Source: an optimization exercise on an open RTL-to-GDS flow (aim: small area). Production flows keep margins and buffers that such runs may drop. Function was checked by simulation only, so behaviour that the tests miss may differ from the original. The clock input has no modelled driver; a real chip could not lean on it and would need a root buffer or a full tree. Power is estimated from default activity; no workload was simulated.

==> flow/design.v <==
module bit_scaler(
d,
y
);
input      [7:0]d;
output    [16:0]y;
wire     [335:0]ta = {21'd662586, 21'd618413, 21'd574242, 21'd530069, 21'd485896, 21'd441723, 21'd397553, 21'd353379, 21'd309206, 21'd265033, 21'd220860, 21'd176689, 21'd132516, 21'd88343, 21'd44170, 21'd0};
wire     [335:0]tb = {21'd897414, 21'd894652, 21'd891892, 21'd889131, 21'd886371, 21'd883609, 21'd880847, 21'd878088, 21'd875326, 21'd872567, 21'd869805, 21'd867045, 21'd864284, 21'd861524, 21'd858762, 21'd856000};
wire      [20:0]a = ta[d[7:4]*21 +: 21];
wire      [20:0]b = tb[d[3:0]*21 +: 21];
wire      [21:0]c;
wire      [20:0]s;
assign c[0] = 1'b0;
genvar i;
generate for (i = 0; i < 21; i = i + 1) begin : rc
  assign s[i]   = a[i] ^ b[i] ^ c[i];
  assign c[i+1] = (a[i] & b[i]) | (c[i] & (a[i] ^ b[i]));
end endgenerate
assign y = s[20:4];
endmodule
module pwm_signal(
clk,
rst,
position,
load,
pwm_out,
tap
);
input           clk;
input           rst;
input      [7:0]position;
input           load;
output reg      pwm_out;
output reg [7:0]tap;
localparam [20:0] FRAME_LAST = 21'h10C8DF;  
reg        [7:0]pos;             
reg       [20:0]_time;           
wire      [21:0]_time_next = _time + 1'b1;
wire      [16:0]pulse_length;
wire            wrap = &(_time | ~FRAME_LAST);
bit_scaler bs(.d(pos), .y(pulse_length));
always @(posedge clk) begin
  if (rst) begin
    pos <= 8'd0;
    tap <= 8'hFC;
  end else begin
    if (load) pos <= position;
    tap <= pulse_length[7:0];
  end
end
always @(posedge clk) begin
  if (rst || wrap) _time <= 21'd0;
  else             _time <= _time_next[20:0];
end
always @(posedge clk) begin
  if (rst)                                pwm_out <= 1'b0;
  else if (wrap)                          pwm_out <= 1'b1;
  else if (_time_next >= pulse_length)    pwm_out <= 1'b0;
end
endmodule
module servo_driver(
clk,
rst,
pulse_request,
pwm_out,
rdy_in,
akn_in_out,
addr,
tap
);
input           clk;
input           rst;             
input      [7:0]pulse_request;
input           rdy_in;
input      [7:0]addr;
output          pwm_out;
output          akn_in_out;
output     [7:0]tap;
parameter LOCAL_ADDR = 8'H1;
localparam WAIT = 2'd0, SEND_DATA = 2'd1, SEND_AKN = 2'd2;
reg        [1:0]state;           
reg        [2:0]seq;             
reg        [7:0]data;            
wire            take = (seq == 3'd0) && (state == SEND_DATA);
assign akn_in_out = (state == SEND_AKN);
always @(posedge clk) begin
  if (rst) begin
    state <= WAIT;
    seq   <= 3'd0;
  end else begin
    case (state)
      WAIT:      if (rdy_in && (addr == LOCAL_ADDR)) state <= SEND_DATA;
      SEND_DATA: if (seq == 3'd1) state <= SEND_AKN;
      default:   if (~rdy_in) state <= WAIT;
    endcase
    if (seq == 3'd0) begin
      if (state == SEND_DATA) seq <= 3'd1;
    end else if (seq == 3'd6) begin
      seq <= 3'd0;
    end else begin
      seq <= seq + 3'd1;
    end
  end
end
always @(posedge clk) begin
  if (take) data <= pulse_request;
end
pwm_signal PWM1(
  .clk(clk),
  .rst(rst),
  .position(data),
  .load(seq == 3'd5),
  .pwm_out(pwm_out),
  .tap(tap)
);
endmodule
==> flow/config.mk <==
export PLATFORM = sky130hd
export DESIGN_NAME = servo_driver
export DESIGN_NICKNAME = servo_driver
export VERILOG_FILES = /design/flow/design.v
export SDC_FILE = /design/flow/constraint.sdc
export NUM_CORES = 4
export LEC_CHECK = 0
export CAP_MARGIN = 20
export CORE_MARGIN = 2
export CORE_UTILIZATION = 40
export SLEW_MARGIN = 20
==> flow/constraint.sdc <==
create_clock -name core_clock -period 25.0 [get_ports {clk}]
set_input_delay 5.0000 -clock core_clock [delete_from_list [all_inputs] [get_ports {clk}]]
set_output_delay 5.0000 -clock core_clock [all_outputs]
set_load 0.01 [all_outputs]
standard.sh (not shown) runs the stock make flow with config.mk's settings and CLKGATE_MAP_FILE= SYNTH_SCRIPT=/design/flow/synth_recipe.tcl, a recipe that flattens the netlist after the stock synthesis.
==> flow/flow/run.sh <==
#!/bin/bash
# Layout flow: the standard synthesis, then the combinational logic of its
# netlist is mapped again for area (the registers are kept as they are), then
# the standard ORFS flow from floorplan to finish.
set -euo pipefail
WORK=$(pwd)
FLOW=$WORK/flow
R=$WORK/orfs/results/$FLOW_PLATFORM/servo_driver/base

bash standard.sh synth > $WORK/std_synth.log 2>&1

cp $R/1_2_yosys.v $WORK/std_netlist.v
bash $FLOW/resynth.sh $WORK/std_netlist.v $WORK/resynth.v > $WORK/resynth.log 2>&1

cp $WORK/resynth.v $R/1_2_yosys.v
touch $R/1_2_yosys.v $R/1_2_yosys.sdc
rm -f $R/1_synth.odb $R/1_synth.sdc

bash standard.sh \
  "BUFFER_PORTS_ARGS=-buffer_cell sky130_fd_sc_hd__buf_1" \
  "CTS_ARGS=$(cat $FLOW/cts_args.txt)" \
  finish > $WORK/std_finish.log 2>&1
==> flow/flow/abc_1.script <==
strash; dc2; dch -f; amap; topo
==> flow/flow/abc_2.script <==
strash; dch -f; amap; strash; dch -f; amap; topo
==> flow/flow/abc_3.script <==
strash
&get -n
&deepsyn -T 60 -S 1
&put
dch -f
amap
topo
==> flow/flow/cts_args.txt <==
-sink_clustering_enable -repair_clock_nets -buf_list sky130_fd_sc_hd__clkbuf_8 -root_buf sky130_fd_sc_hd__clkbuf_8 -dont_use_dummy_load
==> flow/flow/resynth.sh <==
#!/bin/bash
# usage: resynth.sh in.v out.v
# Maps the combinational logic of a mapped netlist again for area with a few
# ABC scripts and keeps the smallest result. Flip-flop cells are kept as
# black boxes, so every register keeps its instance name and cell type.
set -euo pipefail
IN=$1; OUT=$2
FLOW=$(cd $(dirname $0) && pwd)
LIB=$FLOW_HOME/platforms/sky130hd/lib/sky130_fd_sc_hd__tt_025C_1v80.lib
TMP=$(dirname $OUT)/resynth_tmp
mkdir -p $TMP
best=""; besta=""
for s in $FLOW/abc_*.script; do
  n=$(basename $s .script)
  cat > $TMP/$n.ys <<EOT
read_liberty -ignore_miss_func $LIB
read_verilog $IN
blackbox sky130_fd_sc_hd__df* sky130_fd_sc_hd__edf* sky130_fd_sc_hd__sdf* sky130_fd_sc_hd__sedf* sky130_fd_sc_hd__dl*
hierarchy -top $FLOW_TOP
flatten
opt_clean
techmap
opt -fast -purge
abc -liberty $LIB -dont_use *probe* -dont_use *lpflow* -script $s
opt_clean -purge
hilomap -singleton -hicell sky130_fd_sc_hd__conb_1 HI -locell sky130_fd_sc_hd__conb_1 LO
splitnets
opt_clean -purge
tee -o $TMP/$n.stat stat -liberty $LIB
write_verilog -noattr -noexpr -nohex -nodec $TMP/$n.v
EOT
  if yosys -l $TMP/$n.log -q $TMP/$n.ys > /dev/null 2>&1; then
    a=$(grep "Chip area for module" $TMP/$n.stat | tail -1 | awk '{print $NF}')
    echo "$n: $a"
    if [[ -z "$besta" ]] || python3 -c "import sys; sys.exit(0 if $a < $besta else 1)"; then
      best=$n; besta=$a
    fi
  else
    echo "$n: failed"
  fi
done
echo "best: $best $besta"
cp $TMP/$best.v $OUT
The first run completed without violations.
Change:
==> flow/flow/cts_args.txt (replaced) <==
-sink_clustering_enable -sink_clustering_size 60 -sink_clustering_max_diameter 500 -repair_clock_nets -buf_list sky130_fd_sc_hd__clkbuf_16 -root_buf sky130_fd_sc_hd__clkbuf_16 -dont_use_dummy_load
Result: Final area climbs by 2.3%. First-iteration DRC count came out higher by 27%. Total power rose by 16%. Cell count falls by 0.40%. Fmax increases by 4.1%. Critical path depth climbs by 8. Worst setup slack improved by 0.28 ns. Core utilization is higher by 1.0 points.
Change:
==> flow/flow/abc_1.script (replaced) <==
strash; dc2; dch -f; amap; strash; dch -f; amap; topo
==> flow/flow/abc_2.script (replaced) <==
strash; balance -l; resub -K 6 -l; rewrite -l; resub -K 6 -N 2 -l; refactor -l; resub -K 8 -l; balance -l; resub -K 8 -N 2 -l; rewrite -l; resub -K 10 -l; rewrite -z -l; resub -K 10 -N 2 -l; balance -l; resub -K 12 -l; refactor -z -l; resub -K 12 -N 2 -l; rewrite -z -l; balance -l; balance -l; resub -K 6 -l; rewrite -l; resub -K 6 -N 2 -l; refactor -l; resub -K 8 -l; balance -l; resub -K 8 -N 2 -l; rewrite -l; resub -K 10 -l; rewrite -z -l; resub -K 10 -N 2 -l; balance -l; resub -K 12 -l; refactor -z -l; resub -K 12 -N 2 -l; rewrite -z -l; balance -l; balance -l; resub -K 6 -l; rewrite -l; resub -K 6 -N 2 -l; refactor -l; resub -K 8 -l; balance -l; resub -K 8 -N 2 -l; rewrite -l; resub -K 10 -l; rewrite -z -l; resub -K 10 -N 2 -l; balance -l; resub -K 12 -l; refactor -z -l; resub -K 12 -N 2 -l; rewrite -z -l; balance -l; dch -f; amap; strash; dch -f; amap; topo
==> flow/flow/abc_ds1.script (new file) <==
strash; &get -n; &deepsyn -T 120 -S 1; &put; dch -f; amap; strash; dch -f; amap; topo
==> flow/flow/abc_ds2.script (new file) <==
strash; &get -n; &deepsyn -T 120 -S 2; &put; dch -f; amap; strash; dch -f; amap; topo
==> flow/flow/abc_ds3.script (new file) <==
strash; &get -n; &deepsyn -T 120 -S 3; &put; dch -f; amap; strash; dch -f; amap; topo
==> flow/flow/abc_ds4.script (new file) <==
strash; &get -n; &deepsyn -T 120 -S 4; &put; dch -f; amap; strash; dch -f; amap; topo
==> flow/flow/cts_args.txt (replaced) <==
-sink_clustering_enable -repair_clock_nets -buf_list sky130_fd_sc_hd__clkbuf_8 -root_buf sky130_fd_sc_hd__clkbuf_8 -dont_use_dummy_load
--- a/flow/flow/resynth.sh
+++ b/flow/flow/resynth.sh
@@ -4,3 +4,4 @@
-# ABC scripts and keeps the smallest result. Flip-flop cells are kept as
-# black boxes, so every register keeps its instance name and cell type.
-set -euo pipefail
+# ABC scripts (run side by side) and keeps the smallest result. Flip-flop
+# cells are kept as black boxes, so every register keeps its instance name
+# and cell type.
+set -uo pipefail
@@ -12 +12,0 @@
-best=""; besta=""
@@ -32 +32,7 @@
-  if yosys -l $TMP/$n.log -q $TMP/$n.ys > /dev/null 2>&1; then
+  yosys -l $TMP/$n.log -q $TMP/$n.ys > /dev/null 2>&1 &
+done
+wait
+best=""; besta=""
+for s in $FLOW/abc_*.script; do
+  n=$(basename $s .script)
+  if [[ -f $TMP/$n.stat && -f $TMP/$n.v ]]; then
removed: flow/flow/abc_3.script
- setup slack improves by 0.22 ns
- flip-flop and latch count is unchanged
- design area goes down by a few percent
- critical path depth goes down by 1
- die area goes down slightly
- routed wire length goes down slightly
- register-to-register slack improves by 0.22 ns
- synthesized cell count goes up slightly


P:
Another version of the RTL of servo_driver (not shown whole).
For scale: about 29 I/O pins, roughly 2600 µm² of cells after synthesis.
export LEC_CHECK = 0
export CAP_MARGIN = 20
export CORE_MARGIN = 2
export CORE_UTILIZATION = 72
export PLACE_DENSITY = 0.82
export SLEW_MARGIN = 20
create_clock -name core_clock -period 25.0 [get_ports {clk}]
==> flow/flow/run.sh <==
#!/bin/bash
# Layout flow: the standard synthesis, then the combinational logic of its
# netlist is mapped again for area (the registers are kept as they are), then
# the standard ORFS flow from floorplan to finish, with minimum-size port
# buffers and a one-level clock tree (flow/clock_leaves.tcl; TritonCTS with
# flow/cts_args.txt if that tree cannot meet the slew limit).
set -euo pipefail
WORK=$(pwd)
FLOW=$WORK/flow
R=$WORK/orfs/results/$FLOW_PLATFORM/servo_driver/base

bash standard.sh synth > $WORK/std_synth.log 2>&1

cp $R/1_2_yosys.v $WORK/std_netlist.v
bash $FLOW/resynth.sh $WORK/std_netlist.v $WORK/resynth.v > $WORK/resynth.log 2>&1

cp $WORK/resynth.v $R/1_2_yosys.v
touch $R/1_2_yosys.v $R/1_2_yosys.sdc
rm -f $R/1_synth.odb $R/1_synth.sdc

bash standard.sh \
  "BUFFER_PORTS_ARGS=-buffer_cell sky130_fd_sc_hd__buf_1" \
  "PRE_CTS_TCL=$FLOW/clock_leaves.tcl" \
  "CTS_ARGS=$(cat $FLOW/cts_args.txt)" \
  finish > $WORK/std_finish.log 2>&1
==> flow/flow/abc_p4_ds13.script <==
strash; &get -n; &deepsyn -I 1 -J 200 -S 13; &put; dch -f; amap; strash; dch -f; amap; strash; dch -f; amap; topo
==> flow/flow/abc_p4_ds14.script <==
strash; &get -n; &deepsyn -I 1 -J 200 -S 14; &put; dch -f; amap; strash; dch -f; amap; strash; dch -f; amap; topo
==> flow/flow/abc_p4_ds15.script <==
strash; &get -n; &deepsyn -I 1 -J 200 -S 15; &put; dch -f; amap; strash; dch -f; amap; strash; dch -f; amap; topo
==> flow/flow/abc_p4_ds16.script <==
strash; &get -n; &deepsyn -I 1 -J 200 -S 16; &put; dch -f; amap; strash; dch -f; amap; strash; dch -f; amap; topo
==> flow/flow/abc_p5_ds17.script <==
strash; &get -n; &deepsyn -I 1 -J 200 -S 17; &put; dch -f; amap; strash; dch -f; amap; strash; dch -f; amap; topo
==> flow/flow/abc_p5_ds18.script <==
strash; &get -n; &deepsyn -I 1 -J 200 -S 18; &put; dch -f; amap; strash; dch -f; amap; strash; dch -f; amap; topo
==> flow/flow/abc_p5_ds19.script <==
strash; &get -n; &deepsyn -I 1 -J 200 -S 19; &put; dch -f; amap; strash; dch -f; amap; strash; dch -f; amap; topo
==> flow/flow/abc_p5_ds20.script <==
strash; &get -n; &deepsyn -I 1 -J 200 -S 20; &put; dch -f; amap; strash; dch -f; amap; strash; dch -f; amap; topo
==> flow/flow/clock_leaves.tcl <==
# PRE_CTS_TCL hook: a one-level clock tree. The clock port drives K leaf
# clock buffers, each placed at the centre of a group of flip-flops (k-means
# on their positions). K is the smallest from 2 to 4 whose worst estimated
# flip-flop clock slew stays under slew_limit. TritonCTS is then not run
# (clock_tree_synthesis becomes a no-op); the rest of cts.tcl (placement
# legalisation, timing repair) runs as usual. If no K meets the limit, the
# leaves are taken out again and TritonCTS builds the tree as usual.

set leaf_cell sky130_fd_sc_hd__clkbuf_8
set slew_limit 0.110

proc leaves_kmeans { sinks k } {
  set n [llength $sinks]
  set cs {}
  for {set i 0} {$i < $k} {incr i} {
    set s [lindex $sinks [expr {int(($i + 0.5) * $n / $k)}]]
    lappend cs [list [lindex $s 1] [lindex $s 2]]
  }
  set asg {}
  for {set iter 0} {$iter < 50} {incr iter} {
    set sx {}; set sy {}; set cnt {}
    for {set i 0} {$i < $k} {incr i} { lappend sx 0; lappend sy 0; lappend cnt 0 }
    set asg {}
    foreach s $sinks {
      set best 0; set bd 1e30
      for {set i 0} {$i < $k} {incr i} {
        set c [lindex $cs $i]
        set d [expr {abs([lindex $s 1]-[lindex $c 0]) + abs([lindex $s 2]-[lindex $c 1])}]
        if {$d < $bd} { set bd $d; set best $i }
      }
      lappend asg $best
      lset sx $best [expr {[lindex $sx $best] + [lindex $s 1]}]
      lset sy $best [expr {[lindex $sy $best] + [lindex $s 2]}]
      lset cnt $best [expr {[lindex $cnt $best] + 1}]
    }
    for {set i 0} {$i < $k} {incr i} {
      if {[lindex $cnt $i] > 0} {
        lset cs $i [list [expr {[lindex $sx $i] / [lindex $cnt $i]}] [expr {[lindex $sy $i] / [lindex $cnt $i]}]]
      }
    }
  }
  return [list $cs $asg]
}

proc leaves_insert { cell k } {
  set block [ord::get_db_block]
  set master [[ord::get_db] findMaster $cell]
  set clknet [$block findNet clk]
  set sinks {}
  foreach it [$clknet getITerms] {
    set b [[$it getInst] getBBox]
    lappend sinks [list $it [expr {([$b xMin]+[$b xMax])/2.0}] [expr {([$b yMin]+[$b yMax])/2.0}]]
  }
  set sinks [lsort -real -index 1 $sinks]
  lassign [leaves_kmeans $sinks $k] cs asg
  set made {}
  for {set i 0} {$i < $k} {incr i} {
    set inst [odb::dbInst_create $block $master clkleaf_$i]
    set net [odb::dbNet_create $block clk_leaf_$i]
    $net setSigType CLOCK
    [$inst findITerm A] connect $clknet
    [$inst findITerm X] connect $net
    set c [lindex $cs $i]
    $inst setLocation [expr {int([lindex $c 0])}] [expr {int([lindex $c 1])}]
    $inst setPlacementStatus PLACED
    set leafnet($i) $net
    lappend made [list $inst $net]
  }
  foreach s $sinks a $asg {
    set it [lindex $s 0]
    $it disconnect
    $it connect $leafnet($a)
  }
  return [list $made $sinks]
}

proc leaves_remove { made sinks } {
  set block [ord::get_db_block]
  set clknet [$block findNet clk]
  foreach s $sinks {
    set it [lindex $s 0]
    $it disconnect
    $it connect $clknet
  }
  foreach m $made {
    lassign $m inst net
    odb::dbInst_destroy $inst
    odb::dbNet_destroy $net
  }
}

proc leaves_worst_slew { } {
  set worst 0
  foreach p [get_pins -hierarchical */CLK] {
    set s [get_property $p slew_max]
    if {$s > $worst} { set worst $s }
  }
  return $worst
}

set_propagated_clock [all_clocks]
set leaves_done 0
for {set k 2} {$k <= 4} {incr k} {
  lassign [leaves_insert $leaf_cell $k] made sinks
  estimate_parasitics -placement
  set w [leaves_worst_slew]
  puts "clock leaves: $k x $leaf_cell, worst estimated clock pin slew $w"
  if {$w <= $slew_limit} { set leaves_done 1; break }
  leaves_remove $made $sinks
}

if {$leaves_done} {
  set_propagated_clock [all_clocks]
  rename clock_tree_synthesis my_flow_unused_clock_tree_synthesis
  proc clock_tree_synthesis { args } {
    puts "clock tree already built by the PRE_CTS_TCL hook"
    set_propagated_clock [all_clocks]
  }
} else {
  unset_propagated_clock [all_clocks]
  puts "clock leaves: no leaf count meets the slew limit, TritonCTS builds the tree"
}
==> flow/flow/cts_args.txt <==
-sink_clustering_enable -repair_clock_nets -buf_list sky130_fd_sc_hd__clkbuf_8 -root_buf sky130_fd_sc_hd__clkbuf_8 -dont_use_dummy_load
==> flow/flow/resynth.sh <==
#!/bin/bash
# usage: resynth.sh in.v out.v
# Maps the combinational logic of a mapped netlist again for area. Each pass
# runs its ABC scripts (abc_pN_*.script) side by side on the best netlist so
# far and keeps the smallest result. Flip-flop cells are kept as black
# boxes, so every register keeps its instance name and cell type.
set -uo pipefail
IN=$1; OUT=$2
FLOW=$(cd $(dirname $0) && pwd)
LIB=$FLOW_HOME/platforms/sky130hd/lib/sky130_fd_sc_hd__tt_025C_1v80.lib
TMP=$(dirname $OUT)/resynth_tmp
mkdir -p $TMP
cur=$IN; cura=""
for pass in 1 2 3 4 5; do
  for s in $FLOW/abc_p${pass}_*.script; do
    n=$(basename $s .script)
    cat > $TMP/$n.ys <<EOT
read_liberty -ignore_miss_func $LIB
read_verilog $cur
blackbox sky130_fd_sc_hd__df* sky130_fd_sc_hd__edf* sky130_fd_sc_hd__sdf* sky130_fd_sc_hd__sedf* sky130_fd_sc_hd__dl*
hierarchy -top $FLOW_TOP
flatten
opt_clean
techmap
opt -fast -purge
abc -liberty $LIB -dont_use *probe* -dont_use *lpflow* -script $s
opt_clean -purge
hilomap -singleton -hicell sky130_fd_sc_hd__conb_1 HI -locell sky130_fd_sc_hd__conb_1 LO
splitnets
opt_clean -purge
tee -o $TMP/$n.stat stat -liberty $LIB
write_verilog -noattr -noexpr -nohex -nodec $TMP/$n.v
EOT
    yosys -l $TMP/$n.log -q $TMP/$n.ys > /dev/null 2>&1 &
  done
  wait
  for s in $FLOW/abc_p${pass}_*.script; do
    n=$(basename $s .script)
    if [[ -f $TMP/$n.stat && -f $TMP/$n.v ]]; then
      a=$(grep "Chip area for module" $TMP/$n.stat | tail -1 | awk '{print $NF}')
      echo "pass $pass $n: $a"
      if [[ -z "$cura" ]] || python3 -c "import sys; sys.exit(0 if $a < $cura else 1)"; then
        cur=$TMP/$n.v; cura=$a
      fi
    else
      echo "pass $pass $n: failed"
    fi
  done
  echo "after pass $pass: $cur $cura"
done
cp $cur $OUT
Other scripts of this flow, unchanged in this note and not shown: flow/flow/abc_p1_a.script, flow/flow/abc_p1_b.script, flow/flow/abc_p1_ds1.script, flow/flow/abc_p1_ds2.script, flow/flow/abc_p1_ds3.script, flow/flow/abc_p1_ds4.script, flow/flow/abc_p2_ds5.script, flow/flow/abc_p2_ds6.script, flow/flow/abc_p2_ds7.script, flow/flow/abc_p2_ds8.script, flow/flow/abc_p3_ds10.script, flow/flow/abc_p3_ds11.script, flow/flow/abc_p3_ds12.script, flow/flow/abc_p3_ds9.script
P: flow completed, timing, DRC and antenna clean
Inputs modified between P and Q:
--- a/flow/config.mk
+++ b/flow/config.mk
@@ -9,4 +9,4 @@
 export CORE_MARGIN = 2
-export CORE_UTILIZATION = 72
-export PLACE_DENSITY = 0.82
+export CORE_UTILIZATION = 65
+export PLACE_DENSITY = 0.75
 export SLEW_MARGIN = 20
Notes after the runs:
Q: count of placed standard cells in the final layout, fillers left out 2 above P. Between P and Q, the flow reports number of filler instances in the final layout increasing by more than 10%. Taking P as the reference, in Q combined global-route utilization of all metal layers fell 5.1 points, time the worst path needs with I/O delays and setup has increased.
### Q -> R
--- a/flow/flow/run.sh
+++ b/flow/flow/run.sh
@@ -3,5 +3,3 @@
 # netlist is mapped again for area (the registers are kept as they are), then
-# the standard ORFS flow from floorplan to finish, with minimum-size port
-# buffers and a one-level clock tree (flow/clock_leaves.tcl; TritonCTS with
-# flow/cts_args.txt if that tree cannot meet the slew limit).
+# the standard ORFS flow from floorplan to finish.
 set -euo pipefail
@@ -23,3 +21,2 @@
   "PRE_CTS_TCL=$FLOW/clock_leaves.tcl" \
-  "CTS_ARGS=$(cat $FLOW/cts_args.txt)" \
   finish > $WORK/std_finish.log 2>&1
--- a/flow/flow/clock_leaves.tcl
+++ b/flow/flow/clock_leaves.tcl
@@ -3,6 +3,5 @@
 # on their positions). K is the smallest from 2 to 4 whose worst estimated
-# flip-flop clock slew stays under slew_limit. TritonCTS is then not run
+# flip-flop clock slew stays under SLEW_LIMIT. TritonCTS is then not run
 # (clock_tree_synthesis becomes a no-op); the rest of cts.tcl (placement
-# legalisation, timing repair) runs as usual. If no K meets the limit, the
-# leaves are taken out again and TritonCTS builds the tree as usual.
+# legalisation, timing repair) runs as usual.
 
@@ -101,3 +100,2 @@
 set_propagated_clock [all_clocks]
-set leaves_done 0
 for {set k 2} {$k <= 4} {incr k} {
@@ -107,3 +105,3 @@
   puts "clock leaves: $k x $leaf_cell, worst estimated clock pin slew $w"
-  if {$w <= $slew_limit} { set leaves_done 1; break }
+  if {$w <= $slew_limit || $k == 4} { break }
   leaves_remove $made $sinks
@@ -111,12 +109,6 @@
 
-if {$leaves_done} {
+rename clock_tree_synthesis my_flow_unused_clock_tree_synthesis
+proc clock_tree_synthesis { args } {
+  puts "clock tree already built by the PRE_CTS_TCL hook"
   set_propagated_clock [all_clocks]
-  rename clock_tree_synthesis my_flow_unused_clock_tree_synthesis
-  proc clock_tree_synthesis { args } {
-    puts "clock tree already built by the PRE_CTS_TCL hook"
-    set_propagated_clock [all_clocks]
-  }
-} else {
-  unset_propagated_clock [all_clocks]
-  puts "clock leaves: no leaf count meets the slew limit, TritonCTS builds the tree"
 }
--- a/flow/flow/resynth.sh
+++ b/flow/flow/resynth.sh
@@ -13,3 +13,3 @@
 cur=$IN; cura=""
-for pass in 1 2 3 4 5; do
+for pass in 1 2 3; do
   for s in $FLOW/abc_p${pass}_*.script; do
--- a/flow/config.mk
+++ b/flow/config.mk
@@ -9,4 +9,3 @@
 export CORE_MARGIN = 2
-export CORE_UTILIZATION = 65
-export PLACE_DENSITY = 0.75
+export CORE_UTILIZATION = 40
 export SLEW_MARGIN = 20
removed: flow/flow/abc_p4_ds13.script
removed: flow/flow/abc_p4_ds14.script
removed: flow/flow/abc_p4_ds15.script
removed: flow/flow/abc_p4_ds16.script
removed: flow/flow/abc_p5_ds17.script
removed: flow/flow/abc_p5_ds18.script
removed: flow/flow/abc_p5_ds19.script
removed: flow/flow/abc_p5_ds20.script
removed: flow/flow/cts_args.txt
==> comparison <==
Clock share of power, R and Q: lower on Q. First-pass GRT wire length (R over Q): increase, 780 µm. Between Q and R, post-synthesis to final-layout area growth increased. Delta (R minus Q): routed wire length went up; final cell count went up. Going from Q to R, total vias in the final route shrinks by 3.6%. Q -> R: number of nets in the final layout increased slightly. The overall power after layout reported for R is greater than that of Q by 4.6 µW. R: post-route fraction of the period consumed by the critical path 1.2 points below Q.
#### Input delta (S over R)
--- a/flow/flow/run.sh
+++ b/flow/flow/run.sh
@@ -3,3 +3,5 @@
 # netlist is mapped again for area (the registers are kept as they are), then
-# the standard ORFS flow from floorplan to finish.
+# the standard ORFS flow from floorplan to finish, with minimum-size port
+# buffers and a one-level clock tree (flow/clock_leaves.tcl; TritonCTS with
+# flow/cts_args.txt if that tree cannot meet the slew limit).
 set -euo pipefail
@@ -21,2 +23,3 @@
   "PRE_CTS_TCL=$FLOW/clock_leaves.tcl" \
+  "CTS_ARGS=$(cat $FLOW/cts_args.txt)" \
   finish > $WORK/std_finish.log 2>&1
==> flow/flow/abc_p4_ds13.script (new file) <==
strash; &get -n; &deepsyn -I 1 -J 200 -S 13; &put; dch -f; amap; strash; dch -f; amap; strash; dch -f; amap; topo
==> flow/flow/abc_p4_ds14.script (new file) <==
strash; &get -n; &deepsyn -I 1 -J 200 -S 14; &put; dch -f; amap; strash; dch -f; amap; strash; dch -f; amap; topo
==> flow/flow/abc_p4_ds15.script (new file) <==
strash; &get -n; &deepsyn -I 1 -J 200 -S 15; &put; dch -f; amap; strash; dch -f; amap; strash; dch -f; amap; topo
==> flow/flow/abc_p4_ds16.script (new file) <==
strash; &get -n; &deepsyn -I 1 -J 200 -S 16; &put; dch -f; amap; strash; dch -f; amap; strash; dch -f; amap; topo
==> flow/flow/abc_p5_ds17.script (new file) <==
strash; &get -n; &deepsyn -I 1 -J 200 -S 17; &put; dch -f; amap; strash; dch -f; amap; strash; dch -f; amap; topo
==> flow/flow/abc_p5_ds18.script (new file) <==
strash; &get -n; &deepsyn -I 1 -J 200 -S 18; &put; dch -f; amap; strash; dch -f; amap; strash; dch -f; amap; topo
==> flow/flow/abc_p5_ds19.script (new file) <==
strash; &get -n; &deepsyn -I 1 -J 200 -S 19; &put; dch -f; amap; strash; dch -f; amap; strash; dch -f; amap; topo
==> flow/flow/abc_p5_ds20.script (new file) <==
strash; &get -n; &deepsyn -I 1 -J 200 -S 20; &put; dch -f; amap; strash; dch -f; amap; strash; dch -f; amap; topo
--- a/flow/flow/clock_leaves.tcl
+++ b/flow/flow/clock_leaves.tcl
@@ -3,5 +3,6 @@
 # on their positions). K is the smallest from 2 to 4 whose worst estimated
-# flip-flop clock slew stays under SLEW_LIMIT. TritonCTS is then not run
+# flip-flop clock slew stays under slew_limit. TritonCTS is then not run
 # (clock_tree_synthesis becomes a no-op); the rest of cts.tcl (placement
-# legalisation, timing repair) runs as usual.
+# legalisation, timing repair) runs as usual. If no K meets the limit, the
+# leaves are taken out again and TritonCTS builds the tree as usual.
 
@@ -100,2 +101,3 @@
 set_propagated_clock [all_clocks]
+set leaves_done 0
 for {set k 2} {$k <= 4} {incr k} {
@@ -105,3 +107,3 @@
   puts "clock leaves: $k x $leaf_cell, worst estimated clock pin slew $w"
-  if {$w <= $slew_limit || $k == 4} { break }
+  if {$w <= $slew_limit} { set leaves_done 1; break }
   leaves_remove $made $sinks
@@ -109,6 +111,12 @@
 
-rename clock_tree_synthesis my_flow_unused_clock_tree_synthesis
-proc clock_tree_synthesis { args } {
-  puts "clock tree already built by the PRE_CTS_TCL hook"
+if {$leaves_done} {
   set_propagated_clock [all_clocks]
+  rename clock_tree_synthesis my_flow_unused_clock_tree_synthesis
+  proc clock_tree_synthesis { args } {
+    puts "clock tree already built by the PRE_CTS_TCL hook"
+    set_propagated_clock [all_clocks]
+  }
+} else {
+  unset_propagated_clock [all_clocks]
+  puts "clock leaves: no leaf count meets the slew limit, TritonCTS builds the tree"
 }
==> flow/flow/cts_args.txt (new file) <==
-sink_clustering_enable -repair_clock_nets -buf_list sky130_fd_sc_hd__clkbuf_8 -root_buf sky130_fd_sc_hd__clkbuf_8 -dont_use_dummy_load
--- a/flow/flow/resynth.sh
+++ b/flow/flow/resynth.sh
@@ -13,3 +13,3 @@
 cur=$IN; cura=""
-for pass in 1 2 3; do
+for pass in 1 2 3 4 5; do
   for s in $FLOW/abc_p${pass}_*.script; do
--- a/flow/config.mk
+++ b/flow/config.mk
@@ -9,3 +9,4 @@
 export CORE_MARGIN = 2
-export CORE_UTILIZATION = 40
+export CORE_UTILIZATION = 80
+export PLACE_DENSITY = 0.88
 export SLEW_MARGIN = 20
Notes after the runs:
- global placement without I/O (3_1_place_gp_skip_io): S exited with error
- In the reports for S and R, the larger initial standard-cell utilization of the core belongs to S.
- Looking at average cell area after synthesis, S sits 0.38% higher than R does.
- Status: synthesized area parity (S, R)
- S vs R: vertical extent of the die down in S
- R has a higher chip width than S.
- Number of rows created at floorplan ends up lower on S.
- S vs. R: net count after synthesis moved down, synthesized instance count shrank by about 0.5%.
## Diff of input files: T against S
--- a/flow/config.mk
+++ b/flow/config.mk
@@ -9,4 +9,3 @@
 export CORE_MARGIN = 2
-export CORE_UTILIZATION = 80
-export PLACE_DENSITY = 0.88
+export CORE_UTILIZATION = 40
 export SLEW_MARGIN = 20
T reached the final stage; the timing, design-rule and antenna checks on its layout passed. Net count of the mapped netlist delta (S -> T): insignificant. Delta (T minus S): synthesized area divided by synthesized cell count did not really move, horizontal die dimension went up, combined area of all synthesized cells did not really move. Of T and S, the higher number of placement rows belongs to T. What T reported for chip height has to be multiplied by 0.72 to get the figure for S. [T] initial core utilization fell 43 points relative to S. Comparing S against T, there is no change at all in synthesized cell count.
The clock cells of P, Q, R and T come from the design's own scripts or RTL, not from TritonCTS.

-- port drivers added, routing unchanged --
How much do the figures lean on ideal ports? The routed layouts below were timed once more, with nothing changed but the port constraints. Step 1 (the two cells are an assumption about what drives the block):
set clk [get_ports {clk}]
set_driving_cell -lib_cell sky130_fd_sc_hd__clkbuf_16 $clk
set_driving_cell -lib_cell sky130_fd_sc_hd__buf_2 [delete_from_list [all_inputs] $clk]
Step 2 moves the port delays by t, midway between the first and last clock arrival at a register: inputs arrive t later, outputs are due t later. That takes back most of the time a late clock gives input paths. a / b / c = ideal / step 1 / step 2; a / b = the first two.
| run | shift t [ns] | slack for setup (ns) | worst setup path at the end | clock arrival spread, ns | worst slew at a driven data input, ns |
|---|---|---|---|---|---|
| the first run of note 1 | 0.316 | 17.946 / 17.946 / 17.946 | register to register | 0.017 / 0.018 | 0.03 |
| the second run of note 1 | 0.319 | 18.224 / 18.224 / 18.224 | register to register | 0.009 / 0.009 | 0.03 |
| the third run of note 1 | 0.322 | 18.440 / 18.440 / 18.258 | input to register | 0.020 / 0.020 | 0.04 |
| P | 0.194 | 15.538 / 15.491 / 15.685 | register to output | 0.021 / 0.022 | 0.04 |
| Q | 0.195 | 15.523 / 15.476 / 15.671 | register to output | 0.016 / 0.016 | 0.03 |
| R | 0.202 | 15.823 / 15.776 / 15.977 | register to output | 0.018 / 0.017 | 0.03 |
| T | 0.198 | 15.591 / 15.542 / 15.739 | register to output | 0.011 / 0.011 | 0.04 |
After both steps setup and hold are still met in every run listed. For the third run of note 1, which loses most, drivers alone change the setup slack by 0.000 ns; drivers and shift together by -0.182 ns.
